This is an optimization exercise on Yosys and OpenROAD, whose aim is small area, not a production implementation. Only simulation tests tie the RTL to the original design; equivalence was not proved. Power and IR drop assume default switching activity.

== lagoon ==
Design ALUSystem, start of the top module:
module ALUSystem(
input[2:0] RF_O1Sel,
input[2:0] RF_O2Sel,
input[1:0] RF_FunSel,
input[3:0] RF_RSel,
input[3:0] RF_TSel,
input[3:0] ALU_FunSel,
input[1:0] ARF_OutASel,
input[1:0] ARF_OutBSel,
input[1:0] ARF_FunSel,
input[3:0] ARF_RSel,
input      IR_LH,
input      IR_Enable,
input[1:0] IR_FunSel,
input      Mem_WR,
input      Mem_CS,
input[1:0] MuxASel,
input[1:0] MuxBSel,
input      MuxCSel,
input      Clock,
input [7:0] Mem_RData,
output [7:0] RF_O1,
output [7:0] RF_O2,
output [7:0] ALU_Out,
output [3:0] ALU_FlagOut,
output [7:0] ARF_OutA,
output [7:0] ARF_OutB,
output [15:0] IR_Out,
output [7:0] MuxAOut,
output [7:0] MuxBOut,
output [7:0] MuxCOut
);
Size in the first run: ~950 cells after synthesis, about 160 flip-flops, roughly 130 I/O pins, ~8600 sq um of cells after synthesis.
clock: 4.5 ns
lec_check: 0
abc_area: 1
cap_margin: 20
core_margin: 2
core_utilization: 40
slew_margin: 20
synth_hierarchical: 1
synth_minimum_keep_size: 0
standard.sh (not shown) runs the stock make flow with config.mk's settings and CLKGATE_MAP_FILE= SYNTH_SCRIPT=/design/flow/synth_recipe.tcl, a recipe that flattens the netlist after the stock synthesis.
==> flow/flow/run.sh <==
#!/bin/bash
# Own layout flow: the standard layout (standard.sh), changed in three ways:
#  - synthesis maps the logic with an area-oriented ABC script (flow/abc_area.script),
#    and leaves adders to it rather than to the half- and full-adder cells;
#    everything else in synthesis, registers included, is the standard synthesis;
#  - every input and output port gets a buffer of the smallest buffer cell, buf_1;
#  - the clock tree uses small clock buffers and no dummy loads.
# Each tool's full output goes to a log file of its own in this folder.
set -euo pipefail
W=$PWD

# Synthesis: the standard scripts, with only the ABC area script replaced.
rm -rf "$W/own_scripts"
cp -r "$FLOW_HOME/scripts" "$W/own_scripts"
cp "$W/flow/abc_area.script" "$W/own_scripts/abc_area.script"
bash standard.sh SCRIPTS_DIR="$W/own_scripts" ABC_AREA=1 ADDER_MAP_FILE= synth > "$W/synth.log" 2>&1

# The rest of the standard layout.
bash standard.sh \
  "BUFFER_PORTS_ARGS=-buffer_cell sky130_fd_sc_hd__buf_1" \
  "CTS_ARGS=-sink_clustering_enable -repair_clock_nets -dont_use_dummy_load -buf_list {sky130_fd_sc_hd__clkbuf_4 sky130_fd_sc_hd__clkbuf_8}" \
  finish > "$W/layout.log" 2>&1
==> flow/flow/abc_area.script <==
strash
&get -n
&fraig -x
&put
scorr
dc2
strash
&get -n
&dch -f
&nf -R 1000
&put
&get -n
&dch -f
&nf -R 1000
&put
&get -n
&dch -f
&nf -R 1000
&put
&get -n
&dch -f
&nf -R 1000
&put
&get -n
&dch -f
&nf -R 1000
&put
&get -n
&dch -f
&nf -R 1000
&put
&get -n
&dch -f
&nf -R 1000
&put
&get -n
&dch -f
&nf -R 1000
&put
### lagoon -> pepper
diff --git a/flow/flow/run.sh b/flow/flow/run.sh
--- a/flow/flow/run.sh
+++ b/flow/flow/run.sh
@@ -2 +2 @@
-# Own layout flow: the standard layout (standard.sh), changed in three ways:
+# Own layout flow: the standard layout (standard.sh), changed in these ways:
[summary]
As far as total buffers and inverters traversed by the critical path goes, pepper and lagoon are indistinguishable; the numbers are identical.
As far as number of detailed-route iterations in the first pass goes, lagoon and pepper are indistinguishable; the numbers are identical.
lagoon -> pepper: fraction of the cycle the final worst path needs delta 0, exact match
H-tree depth came out exactly the same in lagoon and pepper.
For sequential group power, lagoon and pepper come out practically identical.
Met2 capacity usage during global routing came out exactly the same in lagoon and pepper.
pepper closes out successfully: all stages finished, all timing, DRC and antenna checks passed.
Delta (pepper minus lagoon): number of global-route vias before repair shows no meaningful change, length of routed met2 wiring essentially unchanged, fraction of layout cells with a size suffix above 1 shows no meaningful change.

[what the ideal ports hide]
In the flow no input, the clock included, has a driving cell. The finished layouts below were timed again as built, in two steps. Step 1 sets driving cells, clkbuf_16 on the clock port and buf_2 on the other inputs (assumed; they add their load-dependent delay and slew). Step 2 also shifts input and output timing later by t, the mid clock arrival at the registers, as if the neighbouring blocks saw the same clock. Three values: ideal, step 1, step 2; two values: the first two.
| run | t (ns) | setup WS [ns] | worst data-port slew with drivers (ns) |
|---|---|---|---|
| lagoon | 0.484 | 0.276 / 0.276 / -0.113 | 0.04 |
| pepper | 0.484 | 0.276 / 0.276 / -0.113 | 0.04 |
Met with ideal ports but missed after step 2: setup timing in lagoon and pepper.
